Background: an optimization exercise with open tools, aiming at small area. Do not read the settings as production practice. Function was checked by simulation only, so behaviour that the tests miss may differ from the original. The clock input has no modelled driver; a real chip could not lean on it and would need a root buffer or a full tree. Power and IR drop assume default switching activity.

== sierra ==
==> flow/design.v <==
`timescale 1ns / 1ps
module stopwatch(
    input           clk,
    input   [1:0]   sw,      
    input           btnS,    
    input           btnR,    
    output  [7:0]   seg,     
    output  [3:0]   an       
    );
    wire rst = btnR;
    wire adj = sw[0];
    wire sel = sw[1];
    reg x_i;    
    wire x = ~x_i;
    reg y;
    reg z;
    wire ps  = x & ~z;
    wire pm  = y & ~z;
    wire bs  = x & z;
    wire bmp = y & z;
    reg [7:0] c1_s;    
    wire [7:0] c1 = c1_s ^ 8'hc3;
    reg [6:0] c2_s;    
    wire [6:0] c2 = c2_s ^ 7'h20;
    reg c3h;
    wire c3l = z & ~(x & y);
    wire t400 = c1 == 8'h28;
    wire t4   = t400 & (&c2);
    wire fb = c1[7] ^ c1[4] ^ c1[2] ^ c1[0];
    wire [6:0] c2_inc = c2 + {6'd0, t400};
    always @(posedge clk) begin
        if (rst) begin
            c1_s <= 8'h08 ^ 8'hc3;
            c2_s <= 7'd28 ^ 7'h20;
            c3h <= 1'b0;
        end
        else begin
            c1_s <= {c1[6], c1[5] & ~t400, c1[4:0], fb} ^ 8'hc3;
            c2_s <= (c2_inc | {2'b0, t4, t4, t4, 2'b0}) ^ 7'h20;
            if (t4 & c3l)
                c3h <= ~c3h;
        end
    end
    reg [2:0] hist;
    reg pause;
    always @(posedge clk) begin
        if (t400)
            hist[2] <= hist[1];
        if (rst) begin
            hist[1:0] <= 2'b00;
            pause <= 1'b0;
        end
        else if (t400) begin
            hist[1:0] <= {hist[0], btnS};
            if (hist == 3'b110)
                pause <= ~pause;
        end
    end
    reg [3:0] so;
    reg [3:0] mo;
    reg [2:0] st;
    reg [2:0] mt;
    reg bm;
    reg mtp;    
    wire so9 = so[3] & so[0];
    wire mo9 = mo[3] & mo[0];
    function [3:0] bcd_inc(input [3:0] d);
        bcd_inc = {(d[3] & ~d[0]) | (d[2] & d[1] & d[0]),
                   d[2] ^ (d[1] & d[0]),
                   d[1] ^ (d[0] & ~d[3]),
                   ~d[0]};
    endfunction
    wire [3:0] so_n = ps ? bcd_inc(so) : so;
    wire [2:0] st_n = (ps & so9) ? {st[1:0], ~st[2]} : st;
    wire [3:0] mo_n = pm ? (mo9 ? 4'd0 : mo + 4'd1) : mo;
    wire hz1 = c3h & c3l;
    wire hz2 = c3l;
    wire sec_en = adj ? (sel & hz2) : (~pause & hz1);
    wire min_en = adj ? (~sel & hz2) : (sec_en & so_n[3] & so_n[0] & st_n[2] & ~st_n[1]);
    wire noshow = ~c3l;
    always @(posedge clk) begin
        if (rst) begin
            so <= 4'd0;
            st <= 3'd0;
            mo <= 4'd0;
            x_i <= 1'b0;
            y <= 1'b1;
            z <= 1'b1;
        end
        else if (t4) begin
            so <= so_n;
            st <= st_n;
            mo <= mo_n;
            x_i <= ~(sec_en | (adj & sel & noshow));
            y <= min_en | (adj & ~sel & noshow);
            z <= noshow;
        end
    end
    always @(posedge clk) begin
        if (rst) begin
            mt <= 3'd0;
            mtp <= 1'b0;
            bm <= 1'b1;
        end
        else if (t400) begin
            if (mtp)
                mt <= {mt[1:0], ~mt[2]};
            mtp <= t4 & pm & mo9;
            bm <= bmp;
        end
    end
    wire started = ~(~c2[6] & ~c2[5] & ~c2[1] & ~c2[0] & x & y & z);
    wire [1:0] pos = c2[1:0] - 2'd1;
    wire [2:0] stb = {st[2] & ~st[0], st[1] & st[0], st[0] & ~st[1] | st[2] & st[0] | st[2] & ~st[1]};
    wire [2:0] mtb = {mt[2] & ~mt[0], mt[1] & mt[0], mt[0] & ~mt[1] | mt[2] & mt[0] | mt[2] & ~mt[1]};
    wire [3:0] code = (pos == 2'd0) ? (bs ? 4'hf : so) :
                      (pos == 2'd1) ? (bs ? 4'hf : {1'b0, stb}) :
                      (pos == 2'd2) ? (bm ? 4'hf : mo) :
                                      (bm ? 4'hf : {1'b0, mtb});
    assign an[0] = ~(started & pos == 2'd0);
    assign an[1] = ~(started & pos == 2'd1);
    assign an[2] = ~(started & pos == 2'd2);
    assign an[3] = ~(started & pos == 2'd3);
    wire [6:0] seg_l =          
        (code == 4'h0) ? ~7'b0111111 :
        (code == 4'h1) ? ~7'b0000110 :
        (code == 4'h2) ? ~7'b1011011 :
        (code == 4'h3) ? ~7'b1001111 :
        (code == 4'h4) ? ~7'b1100110 :
        (code == 4'h5) ? ~7'b1101101 :
        (code == 4'h6) ? ~7'b1111101 :
        (code == 4'h7) ? ~7'b0000111 :
        (code == 4'h8) ? ~7'b1111111 :
        (code == 4'h9) ? ~7'b1101111 :
                         ~7'b0000000;
    assign seg = {1'b1, seg_l};
endmodule
Settings: LEC_CHECK=0, CAP_MARGIN=0, CORE_MARGIN=2, CORE_UTILIZATION=40, GPL_TIMING_DRIVEN=0, SLEW_MARGIN=0; clock period 10.0 ns.
standard.sh (not shown) runs the stock make flow with config.mk's settings and CLKGATE_MAP_FILE= SYNTH_SCRIPT=/design/flow/synth_recipe.tcl, a recipe that flattens the netlist after the stock synthesis.
==> flow/flow/run.sh <==
#!/bin/bash
# Layout flow: the standard ORFS flow (standard.sh) with these changes.
#  1. Synthesis is the standard one, except that Yosys does not extract
#     half/full adders into adder cells (ADDER_MAP_FILE empty), and ABC maps
#     the logic with the area-oriented script flow/abc_area.script.
#     Registers are mapped before ABC runs, so they are the standard
#     synthesis's, with the same names and cell types.
#  2. Port buffers are buf_1 (buffer_ports -buffer_cell).
#  3. Clock distribution: instead of clock_tree_synthesis, the clock port
#     drives three buf_6 leaf buffers, one per strip of the die
#     (flow/leafcts.tcl); the rest of the CTS step (timing repair, detailed
#     placement) is unchanged.
# The ORFS scripts are copied to scripts_area/ and only those two points are
# changed there. Each step's output goes to a log file in this folder.
set -euo pipefail
W=$(pwd)
rm -rf "$W/scripts_area"
cp -r "$FLOW_HOME/scripts" "$W/scripts_area"
cp "$W/flow/abc_area.script" "$W/scripts_area/abc_area.script"
sed -i "s|^log_cmd clock_tree_synthesis {\*}\$cts_args\$|source $W/flow/leafcts.tcl; my_cts|" "$W/scripts_area/cts.tcl"
grep -q "my_cts" "$W/scripts_area/cts.tcl"
export SCRIPTS_DIR="$W/scripts_area"
SYNTH_INSBUF=0 ADDER_MAP_FILE= ABC_AREA=1 bash standard.sh synth > "$W/synth.log" 2>&1
export BUFFER_PORTS_ARGS="-buffer_cell sky130_fd_sc_hd__buf_1"
bash standard.sh > "$W/layout.log" 2>&1
Other scripts of this flow, unchanged in this note and not shown: flow/flow/abc_area.script, flow/flow/leafcts.tcl
diff inputs: sierra => ember
# sierra
export LEC_CHECK = 0
export CAP_MARGIN = 0
export CORE_MARGIN = 2
export CORE_UTILIZATION = 40
export GPL_TIMING_DRIVEN = 0
export SLEW_MARGIN = 0
create_clock -name core_clock -period 10.0 [get_ports {clk}]
# ember
export LEC_CHECK = 0
export CAP_MARGIN = 20
export CORE_MARGIN = 2
export CORE_UTILIZATION = 40
export SLEW_MARGIN = 20
create_clock -name core_clock -period 10.0 [get_ports {clk}]
diff --git a/flow/flow/run.sh b/flow/flow/run.sh
--- a/flow/flow/run.sh
+++ b/flow/flow/run.sh
@@ -22,3 +22,3 @@
 export SCRIPTS_DIR="$W/scripts_area"
-SYNTH_INSBUF=0 ADDER_MAP_FILE= ABC_AREA=1 bash standard.sh synth > "$W/synth.log" 2>&1
+ADDER_MAP_FILE= ABC_AREA=1 bash standard.sh synth > "$W/synth.log" 2>&1
 export BUFFER_PORTS_ARGS="-buffer_cell sky130_fd_sc_hd__buf_1"
==> results.txt <==
- Where area after synthesis is concerned, sierra is better than ember.
- Comparing ember and sierra, the lower number of instances in the synthesized netlist was measured on sierra.
- Global-route total usage across every layer: ember vs sierra — no meaningful difference
- Compared with sierra, in ember design area went up about 0.43%, total power went up 0.34%.
Input-level comparison between onyx and ember:
# ember
export LEC_CHECK = 0
export CAP_MARGIN = 20
export CORE_MARGIN = 2
export CORE_UTILIZATION = 40
export SLEW_MARGIN = 20
create_clock -name core_clock -period 10.0 [get_ports {clk}]
# onyx
export LEC_CHECK = 0
export CAP_MARGIN = 0
export CORE_MARGIN = 2
export CORE_UTILIZATION = 40
export GPL_TIMING_DRIVEN = 0
export SLEW_MARGIN = 0
create_clock -name core_clock -period 10.0 [get_ports {clk}]
==> flow/flow/run.sh <==
#!/bin/bash
# Layout flow: the standard ORFS flow (standard.sh) with these changes.
#  1. Synthesis is the standard one, except that Yosys does not extract
#     half/full adders into adder cells (ADDER_MAP_FILE empty) nor buffer
#     pass-through outputs (SYNTH_INSBUF=0), and ABC maps the logic with the
#     area-oriented script flow/abc_area.script.
#     Registers are mapped before ABC runs, so they are the standard
#     synthesis's, with the same names and cell types.
#  2. Port buffers are buf_1 (buffer_ports -buffer_cell).
set -euo pipefail
W=$(pwd)
rm -rf "$W/scripts_area"
cp -r "$FLOW_HOME/scripts" "$W/scripts_area"
cp "$W/flow/abc_area.script" "$W/scripts_area/abc_area.script"
sed -i "s|^log_cmd clock_tree_synthesis {\*}\$cts_args\$|source $W/flow/leafcts.tcl; my_cts|" "$W/scripts_area/cts.tcl"
grep -q "my_cts" "$W/scripts_area/cts.tcl"
export SCRIPTS_DIR="$W/scripts_area"
SYNTH_INSBUF=0 ADDER_MAP_FILE= ABC_AREA=1 bash standard.sh synth > "$W/synth.log" 2>&1
export BUFFER_PORTS_ARGS="-buffer_cell sky130_fd_sc_hd__buf_1"
bash standard.sh > "$W/layout.log" 2>&1
==> comparison <==
onyx did not stop at any stage, and its layout met the timing, design-rule and antenna checks. Comparing ember and onyx, first-pass GRT wire length is higher on ember. Measured against ember, the maximum VDD drop of onyx comes out at 0.71 times the reference value. Diff ember -> onyx: worst slew margin relative to its limit decreased by 3.1 points relative to the old numbers; synthesized-area fraction occupied by ao, oa, aoi and oai cells barely changed; sequential cell area share rose by 0.19 points; share of the core filled with cells in the final layout -0.20 points; sum of met3 wire segment lengths after detailed routing now sits lower. Summary of onyx over ember: total routing resource utilization after global routing comparable, count of nets after finishing lost 0.44%, flip-flop and latch area did not really move, least setup slack across all paths after layout has increased.
In every run of this note, the design's own scripts or RTL, not TritonCTS, make the clock network.

re-timing with driven ports:
The flow's constraints put no driver on any port. The routed layouts listed below were extracted and timed again, unchanged, in two steps.
Step 1: set_driving_cell puts a clkbuf_16 on clk and a buf_2 on each other input, an assumption about the parent block.
Step 2 moves the port delays by t, midway between the first and last clock arrival at a register: inputs arrive t later, outputs are due t later. That takes back most of the time a late clock gives input paths.
Slacks: no drivers / after step 1 / after step 2; pairs: no drivers / after step 1.
run	t (ns)	setup WS [ns]	worst setup path after step 2	clock arrival spread, ns	worst register clock-pin slew, ns
sierra	0.165	5.382 / 5.336 / 5.500	register to output	0.006 / 0.007	0.09 / 0.09
ember	0.165	5.374 / 5.327 / 5.492	register to output	0.011 / 0.011	0.10 / 0.10
onyx	0.165	5.382 / 5.336 / 5.500	register to output	0.006 / 0.007	0.09 / 0.09
After both steps setup and hold are still met in every run listed.
